From an optimization exercise on the open Yosys and OpenROAD flow, aimed at small area and a short achievable clock period; shortcuts taken in it are not production practice.
In this exercise RTL edits were held to simulation tests only and were not proved equivalent to the original.
In runs 4 to 7 the design's own scripts or RTL, not TritonCTS, make the clock network.
The flow treats the clock pin as an ideal source. Dropping or thinning the clock tree relies on that and would not hold on a real chip.
Power and IR drop assume default switching activity.

## flow/constraint.sdc

```tcl
create_clock -name core_clock -period 12.0 [get_ports {clk_i}]
set_input_delay 2.4000 -clock core_clock [delete_from_list [all_inputs] [get_ports {clk_i}]]
set_output_delay 2.4000 -clock core_clock [all_outputs]
set_load 0.01 [all_outputs]
```

## flow/run.sh

```bash
#!/bin/bash
# synth_recipe.tcl (not shown) runs the flow's synth.tcl, then flattens the netlist and writes it again
# the make line also repeats each setting of config.mk as NAME=value (left out here)
make -C /OpenROAD-flow-scripts/flow DESIGN_CONFIG=/design/flow/config.mk WORK_HOME=/design/flow/orfs CLKGATE_MAP_FILE= SYNTH_SCRIPT=/design/flow/synth_recipe.tcl finish
```

## flow/config.mk

```make
export PLATFORM = sky130hd
export DESIGN_NAME = module_regfile
export DESIGN_NICKNAME = module_regfile
export VERILOG_FILES = /design/flow/design.v
export SDC_FILE = /design/flow/constraint.sdc
export NUM_CORES = 4
export LEC_CHECK = 0
export CAP_MARGIN = 20
export CORE_MARGIN = 2
export CORE_UTILIZATION = 40
export SLEW_MARGIN = 20
```

## flow/design.v

```verilog
module module_regfile (
    input logic            clk_i,  
    input logic            rst_i,  
    input logic            we3_i,  
    input logic   [4 : 0]  a1_i,   
    input logic   [4 : 0]  a2_i,   
    input logic   [4 : 0]  a3_i,   
    input logic   [31 : 0] wd3_i,  
    output logic  [31 : 0] rd1_o,  
    output logic  [31 : 0] rd2_o   
);
    typedef logic [31 : 0] register; 
    register      [31 : 0] rf_r;   
    always_ff @ (negedge clk_i) begin
        if (!rst_i)
            rf_r <= '0;
        else if (we3_i) 
            rf_r[a3_i] <= wd3_i;
        else
            rf_r[a3_i] <= rf_r[a3_i];
    end
    assign rd1_o = (a1_i != 0) ? rf_r[a1_i] : 0;  
    assign rd2_o = (a2_i != 0) ? rf_r[a2_i] : 0;  
endmodule
```

==> run_results.csv, run 1 <==
group,metric,value,unit
outcome,status,"timing/DRC/antenna clean",
cts,cts_buffer_depth,3,
timing,rsz0062_at_grt,"false",
routing,num_vias,55300,
cts,clk_latency,0.75,ns
layout,final_util,48.7,%
cts,cts_max_level,3,
yosys,synthCells,5396,
cts,clk_pin_slew,0.04,ns
setup_path,critPathCaptureType,"output pin",
yosys,synth_nets,5451,
setup_path,path_class,"reg -> out",
setup_path,crit_fanout,4,
cts,ctsResizeCount,0,
setup_path,critical_path.cell_chain,"mux4_2 > mux4_2 > mux2i_1 > nor2_1 > clkdlybuf4s50_1",
setup_path,cp-start-kind,"flop",
power_and_ir_drop,p_leak,27.1,nW
yosys,synth_flop_cell,"dfxtp_1",
setup_path,cp.required,9.60,ns
yosys,ys.warnings.count,1,
placement,pre_cts_ws,0.589,ns
yosys,syn_avg_cell_area,10.6,sq um
setup_path,arrival,9.46,ns
timing,setup_viol,0,
timing,hold_violations,0,
floorplan,die_y,381,um
timing,final.setup.tns,0,ns
timing,hold_ws,0.470,ns
yosys,syn_area,0.0570,sq mm
grt,globalRoute.totalOverflow,0,
setup_path,crit_top_cell,"mux4_2",
run,drv_cap,0,
layout,final_nets,6329,
grt,grt_pass1_wl,362000,um
routing,final_antenna_net_count,0,
grt,grt_usage,33.8,%
floorplan,core_region_area,0.141,sq mm
power_and_ir_drop,powerDensity,142,mW/mm^2
layout,antenna_cells,0,
yosys,async_reset_ff_share,0,%
layout,fill_cells,13000,
yosys,yosysSeqAreaShare,36.0,%
min_path,min_path_type,"reg -> reg",
routing,first_pass_iters,8,
timing,slew_headroom,16.8,%
cts,cts_tree,"done",
timing,tightest_slew,1.23,ns
cts,ctsHoldBuffers,0,
routing,drt-total-wl,253000,um
floorplan,io_pins,114,
power_and_ir_drop,peakVddDrop,0.143,mV
cts,post-cts-setup-buffers,0,
grt,grt_pass1_vias,54800,
timing,skew,0.0311,ns
cts,cts_buffers,113,
grt,grt_max_degree,138,
layout,largest_reg_flops,1024,
setup_path,cp_slowest_stage_delay,0.73,ns
yosys,ys_types,51,
layout,top_regs,"rf_r (1024)",
yosys,synth_edf_count,0,
grt,antenna_found_initial,6,
routing,vias_per_cell,6.69,
floorplan,start_util,40.3,%
layout,top_register,"rf_r",
floorplan,num_rows,138,
placement,gp_congestion,0.935,
setup_path,crit_family,"multiplexers",
setup_path,critPathBufInv,1,
setup_path,critPathSlowestCell,"mux2i_1",
layout,drive_gt1_share,23.0,%
timing,worst_slack,0.135,ns
floorplan,fp.dieW,381,um
placement,portBuffers,113,
timing,slew_viol_final,0,
cts,cts.sinks,1024,
power_and_ir_drop,power,9.77,mW
layout,area_growth,20.9,%
placement,dp_hpwl,146000,um
routing,post_drt_wl_per_cell,30.7,um
routing,drc,0,
routing,drt_iter0_markers,9120,
cts,clock-root-buffer,"clkbuf_16",
floorplan,dieArea,0.145,sq mm
yosys,ys_ff_latch,1024,
final cells by class:
| class | count | area, sq um | share of cell area, % |
|---|---|---|---|
| flip-flops and latches | 1024 | 20500 | 29.8 |
| clock inverters | 1114 | 4800 | 6.97 |
| well taps | 1890 | 2360 | 3.43 |
| inverters | 13 | 56.3 | 0.0817 |
| multi-input cells | 3723 | 34600 | 50.3 |
| repair buffers | 375 | 3660 | 5.31 |
| clock buffers | 115 | 2880 | 4.18 |
Yosys cell counts, drive strengths merged, types with 8 or more instances:
master	n	area [sq um]
dfxtp	1024	20500
nand2	845	3170
o21ai	736	3680
mux4	684	15400
clkbuf	431	1620
o2bb2ai	288	2520
buf	204	1070
mux2	202	2270
mux2i	117	1170
o22ai	113	707
a21oi	111	563
a211oi	105	793
nor2b	98	613
nor2	83	312
nor3	60	305
o221ai	57	499
o31ai	33	253
o41ai	33	297
nor4	32	200
a221oi	31	272
nand3	25	160
a31oi	17	106
inv	13	48.8
a211o	11	96.3
a41oi	10	87.6
and3	8	50.1
metal layers:
layer	share of wire (%)	GRT usage (%)	vias up
met5	0.017	0	-
met4	7.9	25.5	6
met3	15	13.3	972
met2	42	46.9	4643
met1	36	42.1	27100
li1	-	-	22500
cell families (layout without fill, tap and decap cells):
kind of cell / after synthesis / count (layout) / synth area share, %
compound gates: 1546 / 1546 / 17.4
xor+xnor: 2 / 2 / 0.0439
fa+ha+maj: 5 / 5 / 0.110
buf+inv: 649 / 1617 / 4.80
flops: 1024 / 1024 / 36.0
mux: 1003 / 1003 / 33.1
simple gates: 1167 / 1167 / 8.63
per-stage QoR:
| step | area (sq um) | instances |
|---|---|---|
| detailed placement | 61200 | 7024 |
| global route | 68900 | 8254 |
| finish | 68900 | 8254 |
| CTS | 68800 | 8252 |
| floorplan | 57000 | 5396 |
| global placement | 61200 | 7024 |
power breakdown:
part           switching [mW]  internal (mW)  total [mW]
combinational           0.791          0.363        1.15
clock                    2.47           2.62        5.09
sequential             0.0496           3.48        3.53
total                    3.31           6.46        9.77
placed cells by master (no fill, tap or decap), drive strengths merged, types with 8 or more instances in the layout:
master | Yosys | routed
nor4 | 32 | 32
o2bb2ai | 288 | 288
o41ai | 33 | 33
a211o | 11 | 11
o21ai | 736 | 736
clkdlybuf4s50 | 0 | 98
a31oi | 17 | 17
a211oi | 105 | 105
o22ai | 113 | 113
dfxtp | 1024 | 1024
nand2 | 845 | 845
mux2i | 117 | 117
buf | 204 | 276
a221oi | 31 | 31
o31ai | 33 | 33
o221ai | 57 | 57
nand3 | 25 | 25
and3 | 8 | 8
a21oi | 111 | 111
nor2 | 83 | 83
bufinv | 0 | 20
mux4 | 684 | 684
nor3 | 60 | 60
clkinvlp | 0 | 30
mux2 | 202 | 202
a41oi | 10 | 10
clkbuf | 431 | 116
inv | 13 | 1074
nor2b | 98 | 98
worst reg2reg max path, stage by stage (launching register included):
cell and delay [ns]:
dfxtp_1 0.34, mux4_2 0.45, nand2_1 0.08, a21oi_1 0.19, o22ai_2 0.82, buf_4 0.31
o21ai_0 0.10
path summary, 6_finish.rpt:
kind	start	end	slack, ns	cells past startpoint
max	rf_r[426]	rd1_o[10]	0.14	5
min	rf_r[913]	rf_r[913]	0.47	2
max reg2reg	rf_r[265]	rf_r[41]	9.55	6
min reg2reg	rf_r[913]	rf_r[913]	0.47	2
==> run 2, diff against run 1 <==
==> flow/design.v (replaced) <==
module rf_nand2 (input logic a, b, output logic y);
    assign y = ~(a & b);
endmodule
module rf_nand3 (input logic a, b, c, output logic y);
    assign y = ~(a & b & c);
endmodule
module rf_nand4 (input logic a, b, c, d, output logic y);
    assign y = ~(a & b & c & d);
endmodule
module rf_or3 (input logic a, b, c, output logic y);
    assign y = a | b | c;
endmodule
module rf_o21ai (input logic a1, a2, b1, output logic y);
    assign y = ~((a1 | a2) & b1);
endmodule
module rf_a222oi (input logic a1, a2, b1, b2, c1, c2, output logic y);
    assign y = ~((a1 & a2) | (b1 & b2) | (c1 & c2));
endmodule
module rf_rdbit (input logic [31 : 1] q, s, output logic y);
    logic [10 : 0] p;
    logic [2 : 0]  t;
    genvar g;
    generate
        for (g = 0; g < 10; g++) begin : grp
            rf_a222oi u (.a1(q[3*g+1]), .a2(s[3*g+1]), .b1(q[3*g+2]), .b2(s[3*g+2]),
                         .c1(q[3*g+3]), .c2(s[3*g+3]), .y(p[g]));
        end
    endgenerate
    rf_nand2 u31 (.a(q[31]), .b(s[31]), .y(p[10]));
    rf_nand4 un0 (.a(p[0]), .b(p[1]), .c(p[2]),  .d(p[3]), .y(t[0]));
    rf_nand4 un1 (.a(p[4]), .b(p[5]), .c(p[6]),  .d(p[7]), .y(t[1]));
    rf_nand3 un2 (.a(p[8]), .b(p[9]), .c(p[10]), .y(t[2]));
    rf_or3   uo  (.a(t[0]), .b(t[1]), .c(t[2]), .y(y));
endmodule
module module_regfile (
    input logic            clk_i,  
    input logic            rst_i,  
    input logic            we3_i,  
    input logic   [4 : 0]  a1_i,   
    input logic   [4 : 0]  a2_i,   
    input logic   [4 : 0]  a3_i,   
    input logic   [31 : 0] wd3_i,  
    output logic  [31 : 0] rd1_o,  
    output logic  [31 : 0] rd2_o   
);
    logic [31 : 0] rf_r [1 : 31];
    logic [31 : 0] rf_d [1 : 31];
    logic [31 : 1] hold;
    logic [31 : 0] wdn;
    assign wdn = ~(wd3_i & {32{rst_i}});
    always_comb begin
        for (int i = 1; i < 32; i++)
            hold[i] = rst_i && !(we3_i && (a3_i == i[4:0]));
    end
    logic [31 : 1] s1, s2;
    always_comb begin
        for (int i = 1; i < 32; i++) begin
            s1[i] = (a1_i == i[4:0]);
            s2[i] = (a2_i == i[4:0]);
        end
    end
    genvar r, b;
    generate
        for (r = 1; r < 32; r++) begin : row
            for (b = 0; b < 32; b++) begin : col
                logic n;
                rf_nand2  un (.a(rf_r[r][b]), .b(hold[r]), .y(n));
                rf_o21ai  uo (.a1(wdn[b]), .a2(hold[r]), .b1(n), .y(rf_d[r][b]));
            end
        end
        for (b = 0; b < 32; b++) begin : rdcol
            logic [31 : 1] q;
            for (r = 1; r < 32; r++) begin : rq
                assign q[r] = rf_r[r][b];
            end
            rf_rdbit u1 (.q(q), .s(s1), .y(rd1_o[b]));
            rf_rdbit u2 (.q(q), .s(s2), .y(rd2_o[b]));
        end
    endgenerate
    always_ff @ (negedge clk_i) begin
        for (int i = 1; i < 32; i++)
            rf_r[i] <= rf_d[i];
    end
endmodule
--- a/flow/config.mk
+++ b/flow/config.mk
@@ -10,2 +10,4 @@
 export CORE_UTILIZATION = 40
 export SLEW_MARGIN = 20
+export SYNTH_HIERARCHICAL = 1
+export SYNTH_MINIMUM_KEEP_SIZE = 0
==> run_results.csv, run 2 <==
group,metric,value,unit
grt,grt_usage,35.0,%
setup_path,regToRegEndpoint,"rf_r[22][28]",
setup_path,arrival,9.36,ns
floorplan,io_pins,114,
grt,grt_pass1_wl,255000,um
cts,clock-root-buffer,"clkbuf_16",
yosys,async_reset_ff_share,0,%
yosys,syn_area,0.0377,sq mm
cts,post-cts-setup-buffers,0,
outcome,status,"timing/DRC/antenna clean",
floorplan,core_region_area,0.0933,sq mm
power_and_ir_drop,peakVddDrop,0.134,mV
routing,vias_per_cell,6.39,
cts,ctsResizeCount,0,
min_path,hold_end,"rf_r[3][4]",
yosys,synth_edf_count,0,
cts,cts_tree,"done",
layout,area_growth,31.1,%
min_path,holdPathStages,2,
power_and_ir_drop,swShare,33.0,%
layout,final_common_cell,"nand2_1",
timing,worst_slack,0.239,ns
power_and_ir_drop,pwr-share-clk,50.0,%
setup_path,critPathCaptureType,"output pin",
cts,cts_buffer_depth,3,
cts,clk_pin_slew,0.04,ns
run,drv_cap,0,
placement,dp_hpwl,99900,um
setup_path,cp-start-kind,"flop",
grt,grt_pass1_vias,41600,
grt,grt_max_degree,65,
routing,num_vias,43400,
yosys,syn_avg_cell_area,9.15,sq um
floorplan,dieArea,0.0967,sq mm
floorplan,fp.dieW,311,um
cts,cts_max_level,3,
placement,portBuffers,113,
cts,clk_latency,0.71,ns
routing,final_antenna_net_count,0,
setup_path,critical_path.cell_chain,"a222oi_1 > nand4_1 > or3_1 > clkdlybuf4s50_1",
floorplan,num_rows,112,
power_and_ir_drop,seq_power_share,41.4,%
timing,slew_viol_final,0,
routing,first_pass_iters,17,
cts,ctsHoldBuffers,0,
power_and_ir_drop,internal_power,6.20,mW
setup_path,cp_slowest_stage_delay,0.86,ns
yosys,synth_commonest_cells,"nand2_1 (1093), dfxtp_1 (992), o21ai_1 (992)",
min_path,hp-start,"rf_r[3][4]",
yosys,synth_largest_area_cell,"dfxtp_1",
layout,top_register,"rf_r",
min_path,min_path_type,"reg -> reg",
yosys,ys_types,24,
setup_path,rrSetupSlack,11.34,ns
layout,fin_cells,6787,
grt,antenna_found_initial,12,
yosys,synth_nets,4168,
timing,setup_viol,0,
timing,skew,0,ns
routing,drt-total-wl,179000,um
yosys,synthMostInstantiatedCell,"nand2_1",
yosys,synthTopCellsByArea,"dfxtp_1 (53%), a222oi_1 (17%), o21ai_1 (13%)",
layout,drive_gt1_share,7.11,%
yosys,yosysSeqAreaShare,52.7,%
routing,drt_iter0_markers,9449,
floorplan,die_y,311,um
power_and_ir_drop,p_leak,21.6,nW
placement,gp_congestion,0.909,
timing,rsz0062_at_grt,"false",
yosys,ys_ff_latch,992,
setup_path,cp.required,9.60,ns
cts,cts_buffers,108,
placement,dpl.cell_count,5598,
layout,largest_reg_flops,992,
routing,drc,0,
timing,tightest_slew,1.38,ns
setup_path,crit_family,"simple AND/OR/NAND/NOR gates",
yosys,synth_flop_cell,"dfxtp_1",
placement,pre_cts_ws,0.952,ns
setup_path,critPathSlowestCell,"a222oi_1",
routing,post_drt_wl_per_cell,26.4,um
setup_path,path_class,"reg -> out",
power_and_ir_drop,p_switching,3.05,mW
grt,globalRoute.totalOverflow,0,
timing,hold_violations,0,
power_and_ir_drop,powerDensity,187,mW/mm^2
setup_path,rr_worst_depth,2,
timing,slew_headroom,7.53,%
layout,final_nets,5498,
floorplan,start_util,40.4,%
power_and_ir_drop,p_comb_share,8.6,%
yosys,synthCells,4118,
yosys,synth_top_area_share,52.7,%
timing,hold_ws,0.470,ns
layout,top_regs,"rf_r (992)",
layout,final_cell_mix,"nand2_1 (1091), inv_1 (1015), o21ai_1 (992), dfxtp_1 (992), a222oi_1 (640)",
setup_path,crit_fanout,3,
yosys,ys.warnings.count,10,
setup_path,critPathBufInv,1,
setup_path,reg2reg_from,"rf_r[22][28]",
cts,cts.sinks,992,
run 2: cell count changes after synthesis, moves of 152 or more:
| cell | before | now |
|---|---|---|
| o21ai_1 | 71 | 992 |
| mux4_2 | 684 | 0 |
| buf_2 | 159 | 7 |
| a222oi_1 | 0 | 640 |
| nand2_1 | 845 | 1093 |
| mux2_2 | 202 | 0 |
| o21ai_0 | 665 | 0 |
| clkbuf_1 | 431 | 8 |
| o2bb2ai_1 | 288 | 0 |
run 2: per-layer routing:
metal  part of all wire [%]  global-route usage, %  vias up
met5                   0.11                   1.19        -
met4                    5.5                   21.5        8
met3                     15                   15.5      602
met2                     42                   51.0     3193
met1                     37                   42.0    20300
li1                       -                      -    19300
run 2: worst register-to-register path: cells and delay by family, from the launching register on:
| family | cells | cell delay (ns) |
|---|---|---|
| and+or+nand+nor | 1 | 0.09 |
| AOI/OAI and AO/OA | 1 | 0.09 |
| DFF | 1 | 0.32 |
run 2: worst max-delay path by stage:
stage	from	endpoint	slack (ns)	cells after the start
6_report	rf_r[1][18]	rd1_o[18]	0.24	4
3_5_place_dp	a3_i[0]	rf_r[9][18]	0.95	5
5_1_grt	rf_r[1][18]	rd1_o[18]	0.20	4
2_1_floorplan	rst_i	rf_r[3][0]	-0.58	4
4_1_cts	rf_r[1][14]	rd2_o[14]	0.57	4
3_3_place_gp	a3_i[1]	rf_r[9][5]	0.96	5
run 2: cells by family (layout without fill, tap and decap cells):
| kind of cell | count (synthesis) | count (layout) | synth area share [%] |
|---|---|---|---|
| compound gates | 1663 | 1663 | 30.8 |
| simple gates | 1447 | 1447 | 16.3 |
| flops | 992 | 992 | 52.7 |
| buf+inv | 16 | 1422 | 0.183 |
| other cells | 0 | 9 | 0 |
run 2: cell type report:
class | instances | area (sq um)
well taps | 1254 | 1570
repair buffers | 244 | 2350
fillers | 9070 | 43900
clock buffers | 109 | 2730
diodes | 9 | 22.5
flip-flops and latches | 992 | 19900
clock inverters | 1069 | 4440
multi-input cells | 3110 | 18400
run 2: through the flow:
step	instance area, sq um	TNS [ns]	utilization [%]	total power [mW]
floorplan	37700	-230.18	-	4.72
global placement	42000	0	45.0	5.10
detailed placement	42200	0	45.2	5.12
CTS	49300	0	52.8	9.31
global route	49400	0	52.9	9.82
finish	49400	0	52.9	9.26
run 2: modules after synthesis (local to each module, per instance), a selection:
module / times used / cells inside
rf_nand3: 64 / 1
rf_a222oi: 640 / 1
rf_or3: 64 / 1
module_regfile: 1 / 1174
rf_nand4: 128 / 1
rf_nand2: 1056 / 1
rf_o21ai: 992 / 1
run 2: power groups by stage:
stage          Combinational (mW)  Sequential (mW)  Clock [mW]
6_report                    0.800             3.83        4.62
5_1_grt                     0.842             3.85        5.13
3_3_place_gp                0.750             3.85       0.498
3_5_place_dp                0.766             3.85       0.498
2_1_floorplan               0.416             3.80       0.498
4_1_cts                     0.771             3.82        4.72
==> run 3, diff against run 2 <==
==> flow/flow/run.sh (new file) <==
#!/bin/bash
# The standard layout, with one change: the clock inverter that feeds the
# negative-edge registers is kept as one cell at the root of the clock tree
# (see pre_cts.tcl), instead of a copy next to every register.
set -euo pipefail
W=$PWD
bash standard.sh PRE_CTS_TCL=$W/flow/pre_cts.tcl finish > $W/standard.log 2>&1
==> flow/flow/pre_cts.tcl (new file) <==
# The negative-edge registers share one clock inverter at the root of the
# clock tree: do not clone it next to every register.
proc repair_clock_inverters {args} {
  puts "pre_cts.tcl: repair_clock_inverters skipped"
}
==> flow/standard.sh (new file) <==
#!/bin/bash
# synth_recipe.tcl (not shown) runs the flow's synth.tcl, then flattens the netlist and writes it again
# the make line also repeats each setting of config.mk as NAME=value (left out here)
make -C /OpenROAD-flow-scripts/flow DESIGN_CONFIG=/design/flow/config.mk WORK_HOME=/design/flow/orfs CLKGATE_MAP_FILE= SYNTH_SCRIPT=/design/flow/synth_recipe.tcl "${@:-finish}"
removed: flow/run.sh
==> run_results.csv, run 3 <==
group,metric,value,unit
yosys,synth_flop_cell,"dfxtp_1",
yosys,synth_compound_area_share,30.8,%
cts,cts.sinks,992,
yosys,ys_types,24,
cts,cts_tree,"done",
yosys,synth_top_area_share,52.7,%
min_path,hp-start,"rf_r[3][4]",
setup_path,critPathCaptureType,"output pin",
outcome,status,"timing/DRC/antenna clean",
yosys,synth-adder-area-share,0,%
routing,first_pass_iters,13,
setup_path,critPathBufInv,1,
power_and_ir_drop,powerDensity,174,mW/mm^2
floorplan,fp.dieW,311,um
yosys,yosys.area_share.simple,16.3,%
routing,drt-total-wl,172000,um
layout,final_nets,4504,
grt,globalRoute.totalOverflow,0,
yosys,synth-xor-area-share,0,%
run,drv_cap,0,
floorplan,num_rows,112,
yosys,ys.warnings.count,10,
cts,clk_latency,1.04,ns
setup_path,rr_worst_depth,2,
timing,hold_ws,0.473,ns
routing,final_antenna_net_count,0,
cts,clk_pin_slew,0.06,ns
power_and_ir_drop,peakVddDrop,0.122,mV
setup_path,cp.required,9.60,ns
setup_path,critical_path.cell_chain,"a222oi_1 > nand4_1 > or3_1 > clkdlybuf4s50_1",
setup_path,crit_fanout,3,
yosys,async_reset_ff_share,0,%
yosys,synthTopCellsByArea,"dfxtp_1 (53%), a222oi_1 (17%), o21ai_1 (13%)",
grt,grt_pass1_wl,242000,um
timing,skew,0,ns
setup_path,path_class,"reg -> out",
placement,dp_hpwl,99900,um
timing,final.setup.tns,0,ns
timing,tightest_slew,1.31,ns
timing,setup_viol,0,
floorplan,io_pins,114,
min_path,holdPathStages,2,
layout,top_regs,"rf_r (992)",
yosys,syn_avg_cell_area,9.15,sq um
yosys,synth_edf_count,0,
cts,ctsResizeCount,0,
yosys,synth_nets,4168,
yosys,synthMuxAreaShare,0,%
layout,largest_reg_flops,992,
placement,dpl-instance-area,0.0422,sq mm
routing,met1_length,66600,um
cts,post-cts-setup-buffers,0,
cts,cts_buffers,105,
min_path,min_path_type,"reg -> reg",
yosys,syn_area,0.0377,sq mm
grt,grt_usage,33.6,%
floorplan,core_region_area,0.0933,sq mm
layout,final_common_cell,"nand2_1",
setup_path,regToRegEndpoint,"rf_r[6][24]",
setup_path,crit_path_start,"rf_r[7][18]",
layout,drive_gt1_share,8.94,%
yosys,yosysSeqAreaShare,52.7,%
setup_path,crit_family,"simple AND/OR/NAND/NOR gates",
floorplan,start_util,40.4,%
layout,area_growth,21.6,%
layout,final_area,0.0458,sq mm
floorplan,dieArea,0.0967,sq mm
setup_path,critPathSlowestCell,"a222oi_1",
setup_path,cp_slowest_stage_delay,0.72,ns
floorplan,die_y,311,um
routing,drc,0,
yosys,ys_ff_latch,992,
timing,slew_headroom,12.1,%
cts,ctsHoldBuffers,0,
grt,antenna_found_initial,15,
setup_path,cp-start-kind,"flop",
grt,grt_max_degree,65,
routing,num_vias,38900,
routing,vias_per_cell,6.71,
grt,grt_pass1_vias,35000,
yosys,synth_top_family_by_area,"compound AO/OA/AOI/OAI gates",
setup_path,reg2reg_from,"rf_r[6][24]",
min_path,hold_end,"rf_r[3][4]",
timing,rsz0062_at_grt,"false",
placement,portBuffers,113,
routing,met3_length,23600,um
setup_path,arrival,9.49,ns
yosys,synth_largest_area_cell,"dfxtp_1",
routing,routed.top_layer,"met5",
routing,post_drt_wl_per_cell,29.7,um
placement,gp_congestion,0.909,
layout,final_util,49.1,%
layout,top_register,"rf_r",
layout,final_cell_mix,"nand2_1 (1091), o21ai_1 (992), dfxtp_1 (992)",
setup_path,rrSetupSlack,11.33,ns
timing,hold_violations,0,
power_and_ir_drop,p_leak,16.4,nW
yosys,synth_commonest_cells,"nand2_1 (1093), dfxtp_1 (992), o21ai_1 (992)",
routing,drt_iter0_markers,9277,
yosys,synthCells,4118,
routing,wl_met2,73200,um
timing,slew_viol_final,0,
yosys,synthMostInstantiatedCell,"nand2_1",
==> run 3: cell counts after synthesis <==
Identical to the previous run, type by type.
==> run 3: worst max-delay path by stage <==
| stage | endpoint | slack [ns] | depth (start not counted) |
|---|---|---|---|
| 6_report | rd1_o[18] | 0.11 | 4 |
| 5_1_grt | rd2_o[18] | 0.10 | 4 |
| 4_1_cts | rd2_o[14] | 0.13 | 4 |
| 3_5_place_dp | rf_r[9][18] | 0.95 | 5 |
| 3_3_place_gp | rf_r[9][5] | 0.96 | 5 |
| 2_1_floorplan | rf_r[3][0] | -0.58 | 4 |
==> run 3: routing by layer <==
metal	vias to the layer above	global-route usage, %
met5	-	2.27
met4	17	16.3
met3	510	11.0
met2	2753	50.3
met1	18300	43.2
li1	17300	-
==> run 3: power by group <==
group / internal (mW) / total (mW) / switching (mW) / leakage [nW]
logic: 0.268 / 0.793 / 0.524 / 6.38
clock network: 1.95 / 3.39 / 1.44 / 1.76
registers: 3.58 / 3.80 / 0.220 / 8.25
==> run 3: tightest hold or removal path: cells and delay by family, from the launching register on <==
kind / cells / cell delay (ns)
flip-flops: 1 / 0.32
AO/OA/AOI/OAI: 1 / 0.05
AND/OR/NAND/NOR: 1 / 0.06
==> run 3: per-stage QoR <==
| step | setup WS [ns] | cells | total power [mW] |
|---|---|---|---|
| after detailed placement | 0.952 | 5598 | 5.12 |
| after global placement | 0.958 | 5591 | 5.10 |
| after global routing | 0.104 | 5797 | 8.23 |
| after floorplan | -0.580 | 4118 | 4.72 |
| final | 0.111 | 5805 | 7.99 |
| after CTS | 0.134 | 5791 | 7.98 |
==> run 3: final cells by class <==
class                      instances  area (sq um)
timing repair buffer             244          2340
clock buffer                     141          2950
fill                            8988         47500
sequential                       992         19900
antenna                           11          27.5
tap                             1254          1570
inverter                           1          3.75
clock inverter                    52           627
multi-input combinational       3110         18400
==> run 3: modules after synthesis, one instance, submodules excluded, a selection <==
module | copies in the design | cells
rf_or3 | 64 | 1
rf_o21ai | 992 | 1
rf_nand2 | 1056 | 1
rf_a222oi | 640 | 1
rf_nand4 | 128 | 1
rf_nand3 | 64 | 1
module_regfile | 1 | 1174
==> run 3: logic make-up after synthesis <==
group           after synthesis
compound gates             1663
simple gates               1447
flops                       992
buf+inv                      16
==> run 4, diff against run 3 <==
--- a/flow/design.v
+++ b/flow/design.v
@@ -5,9 +5,9 @@
     assign y = ~(a & b & c);
 endmodule
-module rf_nand4 (input logic a, b, c, d, output logic y);
-    assign y = ~(a & b & c & d);
+module rf_and3 (input logic a, b, c, output logic y);
+    assign y = a & b & c;
 endmodule
-module rf_or3 (input logic a, b, c, output logic y);
-    assign y = a | b | c;
+module rf_and4 (input logic a, b, c, d, output logic y);
+    assign y = a & b & c & d;
 endmodule
 module rf_o21ai (input logic a1, a2, b1, output logic y);
@@ -28,8 +28,8 @@
     endgenerate
     rf_nand2 u31 (.a(q[31]), .b(s[31]), .y(p[10]));
-    rf_nand4 un0 (.a(p[0]), .b(p[1]), .c(p[2]),  .d(p[3]), .y(t[0]));
-    rf_nand4 un1 (.a(p[4]), .b(p[5]), .c(p[6]),  .d(p[7]), .y(t[1]));
-    rf_nand3 un2 (.a(p[8]), .b(p[9]), .c(p[10]), .y(t[2]));
-    rf_or3   uo  (.a(t[0]), .b(t[1]), .c(t[2]), .y(y));
+    rf_and4  ua0 (.a(p[0]), .b(p[1]), .c(p[2]),  .d(p[3]), .y(t[0]));
+    rf_and4  ua1 (.a(p[4]), .b(p[5]), .c(p[6]),  .d(p[7]), .y(t[1]));
+    rf_and3  ua2 (.a(p[8]), .b(p[9]), .c(p[10]), .y(t[2]));
+    rf_nand3 uo  (.a(t[0]), .b(t[1]), .c(t[2]), .y(y));
 endmodule
 module module_regfile (
==> flow/flow/run.sh (replaced) <==
#!/bin/bash
# The standard layout (standard.sh, all steps), with these changes:
# - clock tree: clock_tree.tcl builds it in place of TritonCTS (it is
#   sourced as the PRE_CTS hook and replaces clock_tree_synthesis). The clock
#   port drives 4 buf_16 roots, each root 16 inv_8 leaves, each leaf a
#   cluster of about 15 nearby negative-edge registers. The clock inverter
#   that synthesis makes is not cloned next to every register.
# - ports are buffered with buf_2 cells.
# The make output goes to standard.log; ORFS writes each step's log under
# orfs/logs.
set -euo pipefail
W=$PWD
bash standard.sh PRE_CTS_TCL=$W/flow/clock_tree.tcl \
  CTREE_LEAVES=64 CTREE_LEAF=sky130_fd_sc_hd__inv_8 CTREE_ROOT=sky130_fd_sc_hd__buf_16 CTREE_ROOTS=4 \
  "BUFFER_PORTS_ARGS=-buffer_cell sky130_fd_sc_hd__buf_2" \
  finish > $W/standard.log 2>&1
==> flow/flow/clock_tree.tcl (new file) <==
# Clock tree for the negative-edge registers, built here in place of
# TritonCTS (see run.sh). The clock port drives a few root cells; each root
# drives a set of leaf cells; each leaf drives a cluster of nearby registers
# of about the same size (recursive bisection of the placed registers), so
# that every register has the same path from the clock port and a similar
# load. The one clock
# inverter that synthesis makes is replaced by the tree: with the default
# cells the roots are buffers and the leaves inverters.

proc repair_clock_inverters {args} {
  puts "clock tree: repair_clock_inverters skipped"
}

proc ctree_env {name default} {
  if {[info exists ::env($name)] && $::env($name) ne ""} { return $::env($name) }
  return $default
}

proc ctree_inverts {master} {
  return [string match "*inv*" [$master getName]]
}

proc ctree_out {inst} {
  foreach it [$inst getITerms] {
    if {[$it getIoType] eq "OUTPUT"} { return $it }
  }
}

proc ctree_in {inst} {
  foreach it [$inst getITerms] {
    if {[$it getIoType] eq "INPUT" && [$it isInputSignal]} { return $it }
  }
}

# split items {obj x y} into k groups of about equal count and compact shape:
# cut across the longer side of their bounding box, recursively
proc ctree_bisect {items k} {
  if {$k <= 1} { return [list $items] }
  set xs [lsort -integer [lmap s $items {lindex $s 1}]]
  set ys [lsort -integer [lmap s $items {lindex $s 2}]]
  set idx [expr {([lindex $xs end] - [lindex $xs 0]) >= ([lindex $ys end] - [lindex $ys 0]) ? 1 : 2}]
  set items [lsort -integer -index $idx $items]
  set k1 [expr {$k / 2}]
  set m [expr {[llength $items] * $k1 / $k}]
  return [concat [ctree_bisect [lrange $items 0 [expr {$m - 1}]] $k1] \
                 [ctree_bisect [lrange $items $m end] [expr {$k - $k1}]]]
}

proc ctree_center {items} {
  set sx 0; set sy 0
  foreach s $items { incr sx [lindex $s 1]; incr sy [lindex $s 2] }
  set n [llength $items]
  return [list [expr {$sx / $n}] [expr {$sy / $n}]]
}

proc ctree_place {inst xy} {
  $inst setLocation [lindex $xy 0] [lindex $xy 1]
  $inst setPlacementStatus PLACED
}

proc clock_tree_synthesis {args} {
  set db [ord::get_db]
  set block [ord::get_db_block]
  set nleaves [ctree_env CTREE_LEAVES 48]
  set nroots [ctree_env CTREE_ROOTS 4]
  set leafm [$db findMaster [ctree_env CTREE_LEAF sky130_fd_sc_hd__inv_8]]
  set rootm [$db findMaster [ctree_env CTREE_ROOT sky130_fd_sc_hd__clkbuf_16]]

  # the synthesized clock inverter between clk_i and the registers
  set cnet [$block findNet clk_i]
  set loads {}
  foreach it [$cnet getITerms] { lappend loads $it }
  if {[llength $loads] != 1} { error "clock tree: clk_i drives [llength $loads] pins, expected 1" }
  set inv [[lindex $loads 0] getInst]
  if {![ctree_inverts [$inv getMaster]]} { error "clock tree: [$inv getName] is not an inverter" }
  set onet [[ctree_out $inv] getNet]
  set sinks {}
  foreach it [$onet getITerms] {
    if {[$it getIoType] ne "INPUT"} { continue }
    set bb [[$it getInst] getBBox]
    lappend sinks [list $it [expr {([$bb xMin] + [$bb xMax]) / 2}] [expr {([$bb yMin] + [$bb yMax]) / 2}]]
  }
  if {[ctree_inverts $leafm] == [ctree_inverts $rootm]} {
    error "clock tree: exactly one of root and leaf must invert"
  }
  puts "clock tree: [llength $sinks] sinks, $nleaves leaves ([$leafm getName]), $nroots roots ([$rootm getName])"
  foreach it [$inv getITerms] { $it disconnect }
  odb::dbInst_destroy $inv
  odb::dbNet_destroy $onet

  # leaves
  set leaves {}
  set k 0
  foreach grp [ctree_bisect $sinks $nleaves] {
    if {1} {
      if {[llength $grp] == 0} { continue }
      set b [odb::dbInst_create $block $leafm "ctree_leaf_$k"]
      set n [odb::dbNet_create $block "ctree_leaf_net_$k"]
      $n setSigType CLOCK
      [ctree_out $b] connect $n
      foreach s $grp {
        set it [lindex $s 0]
        $it disconnect
        $it connect $n
      }
      set xy [ctree_center $grp]
      ctree_place $b $xy
      lappend leaves [list $b {*}$xy]
      incr k
    }
  }
  # roots: the leaves split the same way into nroots groups
  set groups [ctree_bisect $leaves $nroots]
  set r 0
  foreach grp $groups {
    set b [odb::dbInst_create $block $rootm "ctree_root_$r"]
    set n [odb::dbNet_create $block "ctree_root_net_$r"]
    $n setSigType CLOCK
    [ctree_in $b] connect $cnet
    [ctree_out $b] connect $n
    foreach l $grp { [ctree_in [lindex $l 0]] connect $n }
    ctree_place $b [ctree_center $grp]
    incr r
  }
  $cnet setSigType CLOCK
  puts "clock tree: inserted $k leaves and $r roots"
  global_connect
  set_propagated_clock [all_clocks]
  estimate_parasitics -placement
  report_clock_latency
}
--- a/flow/config.mk
+++ b/flow/config.mk
@@ -8,5 +8,5 @@
 export CAP_MARGIN = 20
 export CORE_MARGIN = 2
-export CORE_UTILIZATION = 40
+export CORE_UTILIZATION = 55
 export SLEW_MARGIN = 20
 export SYNTH_HIERARCHICAL = 1
removed: flow/flow/pre_cts.tcl
==> run_results.csv, run 4 <==
group,metric,value,unit
outcome,status,"timing/DRC/antenna clean",
setup_path,path_class,"reg -> out",
routing,first_pass_iters,17,
yosys,synth_top_area_share,52.2,%
timing,hold_ws,0.479,ns
routing,drt-total-wl,169000,um
power_and_ir_drop,peakVddDrop,0.196,mV
setup_path,rrSetupSlack,11.29,ns
grt,grt_pass1_wl,237000,um
cts,ctsHoldBuffers,0,
grt,grt_pass1_vias,34900,
routing,vias_per_cell,7.36,
placement,portBuffers,113,
cts,clk_latency,0.41,ns
layout,drive_gt1_share,9.51,%
layout,fin_cells,5311,
yosys,synth_nets,4168,
layout,final_area,0.0422,sq mm
yosys,ys_ff_latch,992,
floorplan,start_util,55.5,%
min_path,hold_end,"rf_r[2][9]",
floorplan,dieArea,0.0712,sq mm
grt,grt_usage,44.9,%
min_path,min_path_type,"reg -> reg",
routing,post_drt_wl_per_cell,31.9,um
run,drv_cap,0,
grt,globalRoute.totalOverflow,0,
setup_path,cp-start-kind,"flop",
yosys,synthTopCellsByArea,"dfxtp_1 (52%), a222oi_1 (17%), o21ai_1 (13%)",
setup_path,rr_worst_depth,2,
routing,drt_iter0_markers,9314,
timing,slew_viol_final,0,
timing,setup_viol,0,
yosys,synthCells,4118,
timing,worst_slack,1.51,ns
floorplan,io_pins,114,
layout,area_growth,11.1,%
floorplan,die_y,267,um
min_path,hp-start,"rf_r[2][9]",
layout,final_nets,4478,
timing,slew_headroom,12.8,%
timing,final.setup.tns,0,ns
yosys,synth_commonest_cells,"nand2_1 (1093), dfxtp_1 (992), o21ai_1 (992)",
routing,num_vias,39100,
layout,top_register,"rf_r",
yosys,async_reset_ff_share,0,%
yosys,synth_largest_area_cell,"dfxtp_1",
timing,rsz0062_at_grt,"false",
placement,dpl.cell_count,5239,
placement,dp_hpwl,101000,um
routing,drc,0,
placement,gp_congestion,0.908,
timing,tightest_slew,1.31,ns
timing,hold_violations,0,
setup_path,critPathCaptureType,"output pin",
grt,grt_max_degree,65,
setup_path,regToRegEndpoint,"rf_r[12][30]",
setup_path,reg2reg_from,"rf_r[12][30]",
layout,final_cell_mix,"nand2_1 (1092), o21ai_1 (992), dfxtp_1 (992)",
cts,clk_pin_slew,0.10,ns
timing,skew,0,ns
floorplan,core_region_area,0.0685,sq mm
floorplan,num_rows,96,
cts,ctsResizeCount,0,
routing,final_antenna_net_count,0,
power_and_ir_drop,powerDensity,144,mW/mm^2
floorplan,fp.dieW,267,um
cts,post-cts-setup-buffers,0,
yosys,ys.warnings.count,10,
setup_path,crit_fanout,3,
yosys,ys_types,26,
yosys,yosysSeqAreaShare,52.2,%
yosys,synth_flop_cell,"dfxtp_1",
yosys,syn_avg_cell_area,9.23,sq um
setup_path,arrival,8.09,ns
layout,top_regs,"rf_r (992)",
grt,antenna_found_initial,4,
placement,dpl-instance-area,0.0413,sq mm
yosys,synth_edf_count,0,
setup_path,cp.required,9.60,ns
power_and_ir_drop,p_leak,14.3,nW
yosys,syn_area,0.0380,sq mm
yosys,synthMostInstantiatedCell,"nand2_1",
placement,pre_cts_ws,1.40,ns
min_path,holdPathStages,2,
layout,largest_reg_flops,992,
layout,fill_cells,6276,
layout,final_common_cell,"nand2_1",
==> run 4: routing by layer <==
layer	up-vias	global-route usage [%]	share of wire [%]
met3	679	12.6	14
li1	17200	-	-
met4	2	28.3	7.1
met1	18200	57.2	37
met5	-	0	0.024
met2	3026	67.1	42
==> run 4: cells by family after synthesis <==
kind of cell | count (synthesis) | synth area share, %
AOI/OAI and AO/OA | 1663 | 30.5
buffers and inverters | 16 | 0.181
DFF | 992 | 52.2
and+or+nand+nor | 1447 | 17.0
==> run 4: Yosys stat by module (local to each module, per instance), excerpt <==
module,cell area [sq um],times used,flip-flops and latches,cells
module_regfile,20800,1,992,1174
rf_a222oi,10.0,640,0,1
rf_nand3,5.00,64,0,1
rf_and4,8.76,128,0,1
rf_o21ai,5.00,992,0,1
rf_and3,6.26,64,0,1
rf_nand2,3.75,1056,0,1
==> run 4: metrics by stage <==
step / total power, mW / utilization (%)
floorplan: 4.72 / -
global route: 6.26 / 61.7
CTS: 6.04 / 61.6
global placement: 5.05 / 60.4
finish: 6.09 / 61.7
detailed placement: 5.08 / 60.4
==> run 4: where the power goes <==
group	internal [mW]	leakage [nW]	switching, mW
clock network	0.259	0.438	1.27
registers	3.58	8.25	0.220
logic	0.228	5.67	0.531
total	4.06	14.3	2.02
==> run 4: cell type report <==
| cell class | instances | area, sq um | share of cell area [%] |
|---|---|---|---|
| antenna | 3 | 7.51 | 0.0178 |
| buffer | 4 | 110 | 0.261 |
| inverter | 64 | 721 | 1.71 |
| multi-input combinational | 3110 | 18700 | 44.3 |
| sequential | 992 | 19900 | 47.0 |
| tap | 882 | 1100 | 2.61 |
| timing repair buffer | 256 | 1740 | 4.12 |
==> run 4: how the worst max path moves through the flow <==
stage | from | endpoint | cells after the start
floorplan | rst_i | rf_r[3][0] | 4
global placement | rst_i | rf_r[31][5] | 4
detailed placement | rst_i | rf_r[30][14] | 4
CTS | rf_r[13][30] | rd1_o[30] | 4
global route | rf_r[13][30] | rd2_o[30] | 4
finish | rf_r[13][30] | rd1_o[30] | 4
==> run 4: worst max-delay path: stages (launching register included) <==
cell      delay [ns]
dfxtp_1         0.34
a222oi_1        0.51
and4_1          0.38
nand3_1         0.22
buf_2           0.21
==> run 5, diff against run 4 <==
==> flow/flow/run.sh (replaced) <==
#!/bin/bash
# The standard layout (standard.sh, all steps), with these changes:
# - clock tree: clock_tree.tcl builds it in place of TritonCTS (it is
#   sourced as the PRE_CTS hook and replaces clock_tree_synthesis). The clock
#   port drives 4 inv_16 roots, each root 16 clkbuf_8 leaves, each leaf a
#   cluster of about 15 nearby negative-edge registers. The clock inverter
#   that synthesis makes is not cloned next to every register.
# - right after the clock tree, repair_timing works on the paths from the
#   inputs to the registers as if the inputs arrived 2 ns later; the
#   constraint's input delay is then put back (see clock_tree.tcl).
# - ports are buffered with buf_2 cells.
# The make output goes to standard.log; ORFS writes each step's log under
# orfs/logs.
set -euo pipefail
W=$PWD
bash standard.sh PRE_CTS_TCL=$W/flow/clock_tree.tcl \
  CTREE_LEAVES=64 CTREE_LEAF=sky130_fd_sc_hd__clkbuf_8 CTREE_ROOT=sky130_fd_sc_hd__inv_16 CTREE_ROOTS=4 \
  CTREE_INPUT_MARGIN=2.0 \
  "BUFFER_PORTS_ARGS=-buffer_cell sky130_fd_sc_hd__buf_2" \
  finish > $W/standard.log 2>&1
--- a/flow/flow/clock_tree.tcl
+++ b/flow/flow/clock_tree.tcl
@@ -129,3 +129,23 @@
   estimate_parasitics -placement
   report_clock_latency
+  ctree_repair_inputs [ctree_env CTREE_INPUT_MARGIN 0]
 }
+
+# The paths from the input ports to the registers (the reset and write
+# controls fan out to every register) have plenty of slack for repair_timing
+# to leave them alone, but not much more than the paths from the registers
+# to the outputs. Let repair_timing work on them alone, as if the inputs
+# arrived margin ns later than the constraint says, then put the
+# constraint's input delay back.
+proc ctree_repair_inputs {margin} {
+  if {$margin <= 0} { return }
+  set clk [lindex [all_clocks] 0]
+  set delay [expr {0.2 * [get_property $clk period]}]
+  set ins [delete_from_list [all_inputs] [get_ports clk_i]]
+  set_input_delay [expr {$delay + $margin}] -clock $clk $ins
+  puts "clock tree: repair_timing with input delay [expr {$delay + $margin}]"
+  report_worst_slack -max
+  repair_timing -setup -setup_margin 0 -skip_last_gasp
+  report_worst_slack -max
+  set_input_delay $delay -clock $clk $ins
+}
==> run_results.csv, run 5 <==
group,metric,value,unit
power_and_ir_drop,p_leak,14.4,nW
yosys,synthCells,4118,
yosys,synth_commonest_cells,"nand2_1 (1093), dfxtp_1 (992), o21ai_1 (992)",
yosys,ys_types,26,
cts,clk_pin_slew,0.10,ns
setup_path,cp-start-kind,"flop",
layout,top_regs,"rf_r (992)",
layout,top_register,"rf_r",
setup_path,cp.required,9.60,ns
yosys,synth_flop_cell,"dfxtp_1",
yosys,yosysSeqAreaShare,52.2,%
yosys,synthTopCellsByArea,"dfxtp_1 (52%), a222oi_1 (17%), o21ai_1 (13%)",
setup_path,critPathSlowestCell,"a222oi_1",
setup_path,rr_worst_depth,2,
timing,skew,0,ns
setup_path,arrival,8.04,ns
grt,grt_pass1_vias,35000,
layout,fin_cells,5315,
grt,globalRoute.totalOverflow,0,
setup_path,critPathCaptureType,"output pin",
setup_path,cp_slowest_stage_delay,0.53,ns
layout,largest_reg_flops,992,
timing,slew_headroom,14.9,%
setup_path,reg2reg_from,"rf_r[12][30]",
setup_path,critical_path.cell_chain,"a222oi_1 > and4_1 > nand3_1 > buf_2",
floorplan,fp.dieW,267,um
yosys,synth_nets,4168,
routing,post_drt_wl_per_cell,31.8,um
cts,post-cts-setup-buffers,0,
timing,hold_violations,0,
setup_path,path_class,"reg -> out",
floorplan,start_util,55.5,%
min_path,min_path_type,"reg -> reg",
timing,slew_viol_final,0,
layout,area_growth,11.6,%
yosys,synthMostInstantiatedCell,"nand2_1",
floorplan,io_pins,114,
outcome,status,"timing/DRC/antenna clean",
min_path,holdPathStages,2,
routing,final_antenna_net_count,0,
floorplan,num_rows,96,
placement,gp_congestion,0.908,
floorplan,die_y,267,um
layout,fill_cells,6258,
layout,final_cell_mix,"nand2_1 (1092), o21ai_1 (992), dfxtp_1 (992)",
floorplan,dieArea,0.0712,sq mm
grt,grt_pass1_wl,237000,um
routing,num_vias,39200,
routing,drt_iter0_markers,9443,
routing,drc,0,
grt,grt_usage,45.0,%
timing,tightest_slew,1.27,ns
routing,vias_per_cell,7.37,
setup_path,crit_path_start,"rf_r[13][30]",
yosys,ys.warnings.count,10,
grt,grt_max_degree,65,
setup_path,crit_family,"simple AND/OR/NAND/NOR gates",
layout,final_util,61.9,%
placement,portBuffers,113,
power_and_ir_drop,peakVddDrop,0.113,mV
placement,dpl.cell_count,5239,
grt,antenna_found_initial,5,
yosys,syn_area,0.0380,sq mm
setup_path,path_depth,4,
setup_path,critPathBufInv,1,
routing,first_pass_iters,13,
run,drv_cap,0,
yosys,synth_edf_count,0,
layout,drive_gt1_share,9.53,%
power_and_ir_drop,powerDensity,144,mW/mm^2
routing,drt-total-wl,169000,um
floorplan,core_region_area,0.0685,sq mm
timing,hold_ws,0.480,ns
yosys,async_reset_ff_share,0,%
timing,setup_viol,0,
placement,dp_hpwl,101000,um
setup_path,crit_fanout,3,
yosys,syn_avg_cell_area,9.23,sq um
yosys,synth_largest_area_cell,"dfxtp_1",
min_path,hp-start,"rf_r[5][24]",
layout,final_nets,4479,
timing,rsz0062_at_grt,"false",
yosys,ys_ff_latch,992,
layout,final_common_cell,"nand2_1",
cts,clk_latency,0.35,ns
yosys,synth_top_area_share,52.2,%
timing,final.setup.tns,0,ns
## run 5: metrics by stage
step | total power [mW] | setup slack [ns] | cell area, sq um
2_1_floorplan | 4.72 | -0.580 | 38000
3_3_place_gp | 5.05 | 1.43 | 41300
3_5_place_dp | 5.08 | 1.40 | 41300
4_1_cts | 6.04 | 1.68 | 42300
5_1_grt | 6.27 | 1.61 | 42400
6_report | 6.09 | 1.56 | 42400
## run 5: worst paths after layout
| kind | to | slack, ns |
|---|---|---|
| min reg2reg | rf_r[5][24] | 0.48 |
| min | rf_r[5][24] | 0.48 |
| max reg2reg | rf_r[12][30] | 11.29 |
| max | rd1_o[30] | 1.56 |
## run 5: cell type report
cell class | instances | area (sq um) | share of cell area, %
Sequential cell | 992 | 19900 | 46.8
Inverter | 4 | 80.1 | 0.189
Multi-Input combinational cell | 3110 | 18700 | 44.1
Timing Repair Buffer | 257 | 1760 | 4.16
Buffer | 64 | 881 | 2.08
Antenna cell | 6 | 15.0 | 0.0354
Tap cell | 882 | 1100 | 2.60
## run 5: cells by family (layout without fill, tap and decap cells)
kind of cell,count (synthesis),in the layout,share of synthesized area (%)
compound gates,1663,1663,30.5
buf+inv,16,325,0.181
flops,992,992,52.2
other cells,0,6,0
simple gates,1447,1447,17.0
## run 5: tightest hold or removal path: stages, from the launching register on
cell	delay (ns)
dfxtp_1	0.33
nand2_1	0.06
o21ai_1	0.05
## run 5: report_power, final
part	switching [mW]	internal, mW
combinational	0.530	0.228
sequential	0.220	3.57
clock	1.03	0.507
total	1.78	4.31
## run 5: layer usage
layer	share of wire, %	track usage [%]	wire, um	up-vias
li1	-	-	-	17100
met1	37	57.2	62400	18300
met2	42	67.0	71100	3062
met3	14	12.9	23400	688
met4	7.1	28.2	11900	4
met5	0.095	1.39	161	-
## run 5: timing repair
action	in CTS	in global routing
endpoints found under the setup margin	242	0
hold buffers	0	0
resized for setup	4	0
## run 5: per-module statistics from Yosys (local to each module, per instance), excerpt
module,cells inside,area [sq um],flip-flops and latches,copies in the design
module_regfile,1174,20800,992,1
rf_a222oi,1,10.0,0,640
rf_and3,1,6.26,0,64
rf_and4,1,8.76,0,128
rf_nand2,1,3.75,0,1056
rf_nand3,1,5.00,0,64
rf_o21ai,1,5.00,0,992
==> run 6, diff against run 5 <==
--- a/flow/flow/run.sh
+++ b/flow/flow/run.sh
@@ -9,5 +9,5 @@
 #   inputs to the registers as if the inputs arrived 2 ns later; the
 #   constraint's input delay is then put back (see clock_tree.tcl).
-# - ports are buffered with buf_2 cells.
+# - ports are buffered with buf_1 cells.
 # The make output goes to standard.log; ORFS writes each step's log under
 # orfs/logs.
@@ -17,4 +17,4 @@
   CTREE_LEAVES=64 CTREE_LEAF=sky130_fd_sc_hd__clkbuf_8 CTREE_ROOT=sky130_fd_sc_hd__inv_16 CTREE_ROOTS=4 \
   CTREE_INPUT_MARGIN=2.0 \
-  "BUFFER_PORTS_ARGS=-buffer_cell sky130_fd_sc_hd__buf_2" \
+  "BUFFER_PORTS_ARGS=-buffer_cell sky130_fd_sc_hd__buf_1" \
   finish > $W/standard.log 2>&1
==> run_results.csv, run 6 <==
group,metric,value,unit
outcome,status,"timing/DRC/antenna clean",
yosys,synth_nets,4168,
setup_path,cp.required,9.60,ns
setup_path,crit_fanout,3,
setup_path,critPathCaptureType,"output pin",
yosys,ys_ff_latch,992,
layout,final_nets,4486,
layout,final_util,62.1,%
placement,gp_congestion,0.951,
floorplan,fp.dieW,267,um
timing,setup_viol,0,
min_path,min_path_type,"reg -> reg",
floorplan,start_util,55.5,%
yosys,yosys.area_share.simple,17.0,%
routing,first_pass_iters,13,
grt,antenna_found_initial,4,
routing,drc,0,
run,drv_cap,0,
power_and_ir_drop,peakVddDrop,0.100,mV
layout,multi_input_area,0.0187,sq mm
yosys,synth_top_area_share,52.2,%
power_and_ir_drop,p_leak,14.1,nW
cts,clk_pin_slew,0.10,ns
routing,met1_length,63900,um
setup_path,arrival,7.92,ns
yosys,ys.warnings.count,10,
routing,num_vias,39500,
layout,final_common_cell,"nand2_1",
timing,tightest_slew,1.22,ns
grt,grt_max_degree,53,
yosys,synthMostInstantiatedCell,"nand2_1",
yosys,syn_area,0.0380,sq mm
routing,vias_per_cell,7.42,
cts,clk_latency,0.35,ns
layout,area.sequential,0.0199,sq mm
routing,drt-total-wl,170000,um
yosys,synth_compound_area_share,30.5,%
placement,dp_hpwl,100000,um
yosys,synth_largest_area_cell,"dfxtp_1",
yosys,synthCells,4118,
yosys,synthMuxAreaShare,0,%
power_and_ir_drop,power,6.10,mW
routing,post_drt_wl_per_cell,32.0,um
floorplan,core_region_area,0.0685,sq mm
cts,ctsHoldBuffers,0,
floorplan,num_rows,96,
yosys,synthTopCellsByArea,"dfxtp_1 (52%), a222oi_1 (17%), o21ai_1 (13%)",
timing,slew_viol_final,0,
layout,top_register,"rf_r",
grt,grt_usage,45.3,%
timing,rsz0062_at_grt,"false",
yosys,synth-adder-area-share,0,%
routing,wl_met2,69900,um
placement,portBuffers,113,
routing,final_antenna_net_count,0,
routing,met3_length,24300,um
timing,skew,0,ns
yosys,synth-xor-area-share,0,%
yosys,async_reset_ff_share,0,%
yosys,syn_avg_cell_area,9.23,sq um
floorplan,io_pins,114,
floorplan,dieArea,0.0712,sq mm
layout,drive_gt1_share,7.17,%
yosys,synth_edf_count,0,
yosys,synth_flop_cell,"dfxtp_1",
routing,drt_iter0_markers,10100,
timing,hold_violations,0,
setup_path,path_class,"reg -> out",
yosys,ys_types,26,
grt,grt_pass1_wl,239000,um
layout,area_growth,11.8,%
yosys,yosysSeqAreaShare,52.2,%
layout,largest_reg_flops,992,
layout,final_cell_mix,"nand2_1 (1091), o21ai_1 (992), dfxtp_1 (992)",
grt,globalRoute.totalOverflow,0,
setup_path,cp-start-kind,"flop",
yosys,synth_top_family_by_area,"compound AO/OA/AOI/OAI gates",
layout,top_regs,"rf_r (992)",
layout,fill_cells,6295,
power_and_ir_drop,powerDensity,144,mW/mm^2
routing,routed.top_layer,"met5",
floorplan,die_y,267,um
timing,slew_headroom,18.5,%
yosys,synth_commonest_cells,"nand2_1 (1093), dfxtp_1 (992), o21ai_1 (992)",
grt,grt_pass1_vias,35500,
## run 6: cell types whose count changed in the layout (fill, tap and decap cells not counted), moves of 2 or more
cell | before | now
o31a_4 | 0 | 2
buf_16 | 2 | 5
diode_2 | 6 | 4
o31a_2 | 4 | 2
o21a_2 | 10 | 12
nor3_2 | 18 | 16
nor3_4 | 2 | 4
buf_2 | 112 | 0
buf_12 | 6 | 13
buf_4 | 136 | 132
o21a_4 | 2 | 0
buf_1 | 0 | 112
## run 6: what timing repair did
action,CTS,global route
gates resized for setup,2,0
endpoints found under the setup margin,47,0
buffers inserted,3,0
## run 6: worst max-delay path: stages, from the launching register on
cell	delay (ns)
dfxtp_1	0.34
a222oi_1	0.45
and4_1	0.26
nand3_1	0.22
buf_1	0.27
## run 6: kinds of logic (layout without fill, tap and decap cells)
| kind of cell | Yosys count | after routing |
|---|---|---|
| DFF | 992 | 992 |
| and+or+nand+nor | 1447 | 1447 |
| buffers and inverters | 16 | 331 |
| AOI/OAI and AO/OA | 1663 | 1664 |
| other | 0 | 4 |
## run 6: final timing paths
kind                startpoint           end  slack (ns)  cells after the start
hold / removal    rf_r[25][12]  rf_r[25][12]        0.48                      2
setup / recovery  rf_r[10][17]     rd1_o[17]        1.68                      4
setup reg to reg    rf_r[2][7]    rf_r[2][7]       11.35                      2
hold reg to reg   rf_r[25][12]  rf_r[25][12]        0.48                      2
## run 6: layout make-up
type / instances / area share, %
repair buffers: 263 / 4.27
inverters: 4 / 0.188
plain buffers: 64 / 2.07
well taps: 882 / 2.60
flip-flops and latches: 992 / 46.7
multi-input cells: 3111 / 44.1
diodes: 4 / 0.0236
## run 6: power breakdown
group / total, mW / leakage (nW) / switching [mW] / internal [mW]
sequential: 3.79 / 8.25 / 0.221 / 3.57
clock: 1.54 / 0.499 / 1.04 / 0.508
combinational: 0.758 / 5.41 / 0.534 / 0.224
total: 6.10 / 14.1 / 1.79 / 4.31
## run 6: through the flow
stage                     instance area, sq um  setup slack [ns]  hold slack, ns  TNS, ns  cells
final                                    42500              1.68           0.479        0   5320
after global placement                   41300              1.54           0.456        0   5240
after floorplan                          38000            -0.580           0.451  -230.18   4118
after detailed placement                 41400              1.52           0.462        0   5242
after CTS                                42400              1.75           0.477        0   5313
after global routing                     42500              1.66           0.492        0   5316
## run 6: routing by layer
| metal | vias up | GRT usage (%) |
|---|---|---|
| met4 | 6 | 28.8 |
| li1 | 17200 | - |
| met1 | 18500 | 58.3 |
| met2 | 3116 | 65.4 |
| met5 | - | 1.80 |
| met3 | 691 | 14.3 |
## run 6: modules after synthesis (local to each module, per instance), excerpt
module / times used / cells inside / flops+latches
module_regfile: 1 / 1174 / 992
rf_o21ai: 992 / 1 / 0
rf_nand3: 64 / 1 / 0
rf_nand2: 1056 / 1 / 0
rf_and3: 64 / 1 / 0
rf_and4: 128 / 1 / 0
rf_a222oi: 640 / 1 / 0
==> run 7, diff against run 6 <==
==> flow/flow/run.sh (replaced) <==
#!/bin/bash
# The standard layout (standard.sh, all steps), with these changes:
# - clock tree: clock_tree.tcl builds it in place of TritonCTS (it is
#   sourced as the PRE_CTS hook and replaces clock_tree_synthesis). The clock
#   port drives 4 inv_16 roots, each root 16 clkbuf_8 leaves, each leaf a
#   cluster of about 15 nearby negative-edge registers. The clock inverter
#   that synthesis makes is not cloned next to every register.
# - right after the clock tree (see clock_tree.tcl): repair_timing downsizes
#   cells on paths with at least 1.75 ns of slack; then it works on the
#   paths from the inputs to the registers as if the inputs arrived 2 ns
#   later, and the constraint's input delay is put back; then it swaps
#   commutative pins on paths with less than 3 ns of slack.
# - ports are buffered with buf_2 cells.
# The make output goes to standard.log; ORFS writes each step's log under
# orfs/logs.
set -euo pipefail
W=$PWD
bash standard.sh PRE_CTS_TCL=$W/flow/clock_tree.tcl \
  CTREE_LEAVES=64 CTREE_LEAF=sky130_fd_sc_hd__clkbuf_8 CTREE_ROOT=sky130_fd_sc_hd__inv_16 CTREE_ROOTS=4 \
  CTREE_RECOVER=1.75 CTREE_INPUT_MARGIN=2.0 CTREE_SWAP_MARGIN=3 \
  "BUFFER_PORTS_ARGS=-buffer_cell sky130_fd_sc_hd__buf_2" \
  finish > $W/standard.log 2>&1
--- a/flow/flow/clock_tree.tcl
+++ b/flow/flow/clock_tree.tcl
@@ -4,7 +4,12 @@
 # of about the same size (recursive bisection of the placed registers), so
 # that every register has the same path from the clock port and a similar
-# load. The one clock
-# inverter that synthesis makes is replaced by the tree: with the default
-# cells the roots are buffers and the leaves inverters.
+# load. The one clock inverter that synthesis makes is replaced by the tree
+# (one of root and leaf cells inverts).
+#
+# After the tree, three optional repair_timing passes (see the CTREE_*
+# variables in run.sh): downsizing of cells whose paths keep at least
+# CTREE_RECOVER ns of slack; upsizing on the paths from the inputs to the
+# registers (ctree_repair_inputs); and pin swaps alone on every path with
+# less than CTREE_SWAP_MARGIN ns of slack.
 
 proc repair_clock_inverters {args} {
@@ -129,5 +134,18 @@
   estimate_parasitics -placement
   report_clock_latency
+  set rp [ctree_env CTREE_RECOVER 0]
+  if {$rp > 0} {
+    report_design_area
+    repair_timing -recover_power 100 -slack_margin $rp -verbose
+    report_design_area
+    report_worst_slack -max
+  }
   ctree_repair_inputs [ctree_env CTREE_INPUT_MARGIN 0]
+  set sm [ctree_env CTREE_SWAP_MARGIN 0]
+  if {$sm > 0} {
+    report_worst_slack -max
+    repair_timing -setup -setup_margin $sm -sequence swap -skip_last_gasp
+    report_worst_slack -max
+  }
 }
 
==> run_results.csv, run 7 <==
group,metric,value,unit
outcome,status,"timing/DRC/antenna clean",
power_and_ir_drop,p_leak,14.1,nW
timing,slew_headroom,14.9,%
timing,final.setup.tns,0,ns
yosys,yosys.area_share.simple,17.0,%
timing,skew,0,ns
layout,area_growth,10.8,%
timing,setup_viol,0,
yosys,async_reset_ff_share,0,%
yosys,syn_area,0.0380,sq mm
timing,tightest_slew,1.27,ns
layout,final_cell_mix,"nand2_1 (1088), dfxtp_1 (992), o21ai_0 (890)",
yosys,yosysSeqAreaShare,52.2,%
setup_path,cp_slowest_stage_delay,0.51,ns
setup_path,path_class,"reg -> out",
placement,gp_congestion,0.908,
timing,hold_ws,0.472,ns
floorplan,fp.dieW,267,um
layout,drive_gt1_share,7.65,%
yosys,synthMostInstantiatedCell,"nand2_1",
floorplan,die_y,267,um
yosys,ys.warnings.count,10,
power_and_ir_drop,swShare,29.2,%
yosys,synth-xor-area-share,0,%
yosys,syn_avg_cell_area,9.23,sq um
layout,final_common_cell,"nand2_1",
yosys,synth_edf_count,0,
power_and_ir_drop,internal_power,4.28,mW
power_and_ir_drop,p_comb_share,11.7,%
timing,slew_viol_final,0,
routing,post_drt_wl_per_cell,31.8,um
grt,grt_pass1_vias,35000,
yosys,synthTopCellsByArea,"dfxtp_1 (52%), a222oi_1 (17%), o21ai_1 (13%)",
yosys,synth_top_family_by_area,"compound AO/OA/AOI/OAI gates",
layout,final_nets,4472,
grt,grt_max_degree,65,
grt,grt_usage,44.9,%
routing,vias_per_cell,7.42,
power_and_ir_drop,p_switching,1.76,mW
power_and_ir_drop,pwr-share-clk,25.6,%
setup_path,critPathSlowestCell,"a222oi_1",
yosys,synth_compound_area_share,30.5,%
floorplan,num_rows,96,
floorplan,io_pins,114,
routing,num_vias,39400,
grt,antenna_found_initial,3,
routing,final_antenna_net_count,0,
yosys,ys_types,26,
layout,top_register,"rf_r",
routing,first_pass_iters,15,
grt,globalRoute.totalOverflow,0,
yosys,synth_commonest_cells,"nand2_1 (1093), dfxtp_1 (992), o21ai_1 (992)",
min_path,min_path_type,"reg -> reg",
layout,largest_reg_flops,992,
placement,portBuffers,113,
floorplan,core_region_area,0.0685,sq mm
power_and_ir_drop,peakVddDrop,0.113,mV
yosys,synthMuxAreaShare,0,%
routing,drt_iter0_markers,9265,
grt,grt_pass1_wl,237000,um
setup_path,critical_path.cell_chain,"a222oi_1 > and4_1 > nand3_1 > clkbuf_1",
power_and_ir_drop,powerDensity,144,mW/mm^2
setup_path,crit_fanout,3,
routing,drc,0,
setup_path,cp.required,9.60,ns
setup_path,cp-start-kind,"flop",
timing,rsz0062_at_grt,"false",
routing,drt-total-wl,169000,um
layout,top_regs,"rf_r (992)",
yosys,synthCells,4118,
setup_path,critPathCaptureType,"output pin",
power_and_ir_drop,seq_power_share,62.8,%
layout,final_util,61.5,%
cts,clk_pin_slew,0.10,ns
setup_path,critPathBufInv,1,
floorplan,dieArea,0.0712,sq mm
yosys,synth_top_area_share,52.2,%
floorplan,start_util,55.5,%
run,drv_cap,0,
setup_path,arrival,8.00,ns
yosys,synth_flop_cell,"dfxtp_1",
setup_path,crit_family,"simple AND/OR/NAND/NOR gates",
timing,hold_violations,0,
yosys,synth-adder-area-share,0,%
yosys,synth_largest_area_cell,"dfxtp_1",
placement,dp_hpwl,101000,um
cts,clk_latency,0.34,ns
yosys,ys_ff_latch,992,
yosys,synth_nets,4168,
[run 7: cell families (layout without fill, tap and decap cells)]
logic type | after synthesis | after routing
AO/OA/AOI/OAI | 1663 | 1663
AND/OR/NAND/NOR | 1447 | 1447
flip-flops | 992 | 992
buffers and inverters | 16 | 318
other | 0 | 5
[run 7: layout make-up]
cell class                      instances  area [sq um]
Antenna cell                            5          12.5
Fill cell                            6321         26300
Sequential cell                       992         19900
Buffer                                 64           881
Tap cell                              882          1100
Timing Repair Buffer                  250          1600
Inverter                                4          80.1
Multi-Input combinational cell       3110         18600
[run 7: per-stage QoR]
step           area, sq um  instances  setup WS (ns)  power, mW
3_3_place_gp         41300       5239           1.43       5.05
5_1_grt              42100       5302           1.65       6.21
6_report             42100       5307           1.60       6.05
3_5_place_dp         41300       5239           1.40       5.08
2_1_floorplan        38000       4118         -0.580       4.72
4_1_cts              42000       5298           1.71       5.98
[run 7: worst paths after layout]
check,start,to,slack (ns),cells after the start
max,rf_r[13][30],rd1_o[30],1.60,4
min,rf_r[23][6],rf_r[23][6],0.47,2
max reg2reg,rf_r[12][30],rf_r[12][30],11.27,2
min reg2reg,rf_r[23][6],rf_r[23][6],0.47,2
[run 7: per-module statistics from Yosys, one instance, submodules excluded, a selection]
module / copies in the design / flip-flops and latches / cells
rf_and3: 64 / 0 / 1
rf_a222oi: 640 / 0 / 1
rf_o21ai: 992 / 0 / 1
rf_nand3: 64 / 0 / 1
rf_nand2: 1056 / 0 / 1
rf_and4: 128 / 0 / 1
module_regfile: 1 / 992 / 1174
[run 7: routing by layer]
metal	up-vias	part of all wire (%)	track usage, %
li1	17100	-	-
met1	18500	37	57.1
met2	3103	42	67.0
met3	717	14	12.7
met4	2	7.0	28.6
met5	-	0.0077	0.832
[run 7: worst register-to-register path, delay by kind of cell, from the launching register on]
kind	cells	cell delay (ns)
AO/OA/AOI/OAI	1	0.09
flip-flops	1	0.47
AND/OR/NAND/NOR	1	0.10
[run 7: power by group through the flow]
stage / clock, mW / combinational [mW] / sequential, mW
final: 1.55 / 0.706 / 3.79
after global placement: 0.498 / 0.707 / 3.85
after global routing: 1.65 / 0.744 / 3.82
after CTS: 1.53 / 0.670 / 3.78
after detailed placement: 0.498 / 0.722 / 3.85
after floorplan: 0.498 / 0.416 / 3.80
[run 7: what timing repair did]
item / in CTS / in global routing
hold buffers: 0 / 0
gates resized for setup: 29 / 0
endpoints found under the setup margin: 992 / 0
setup buffers: 0 / 0
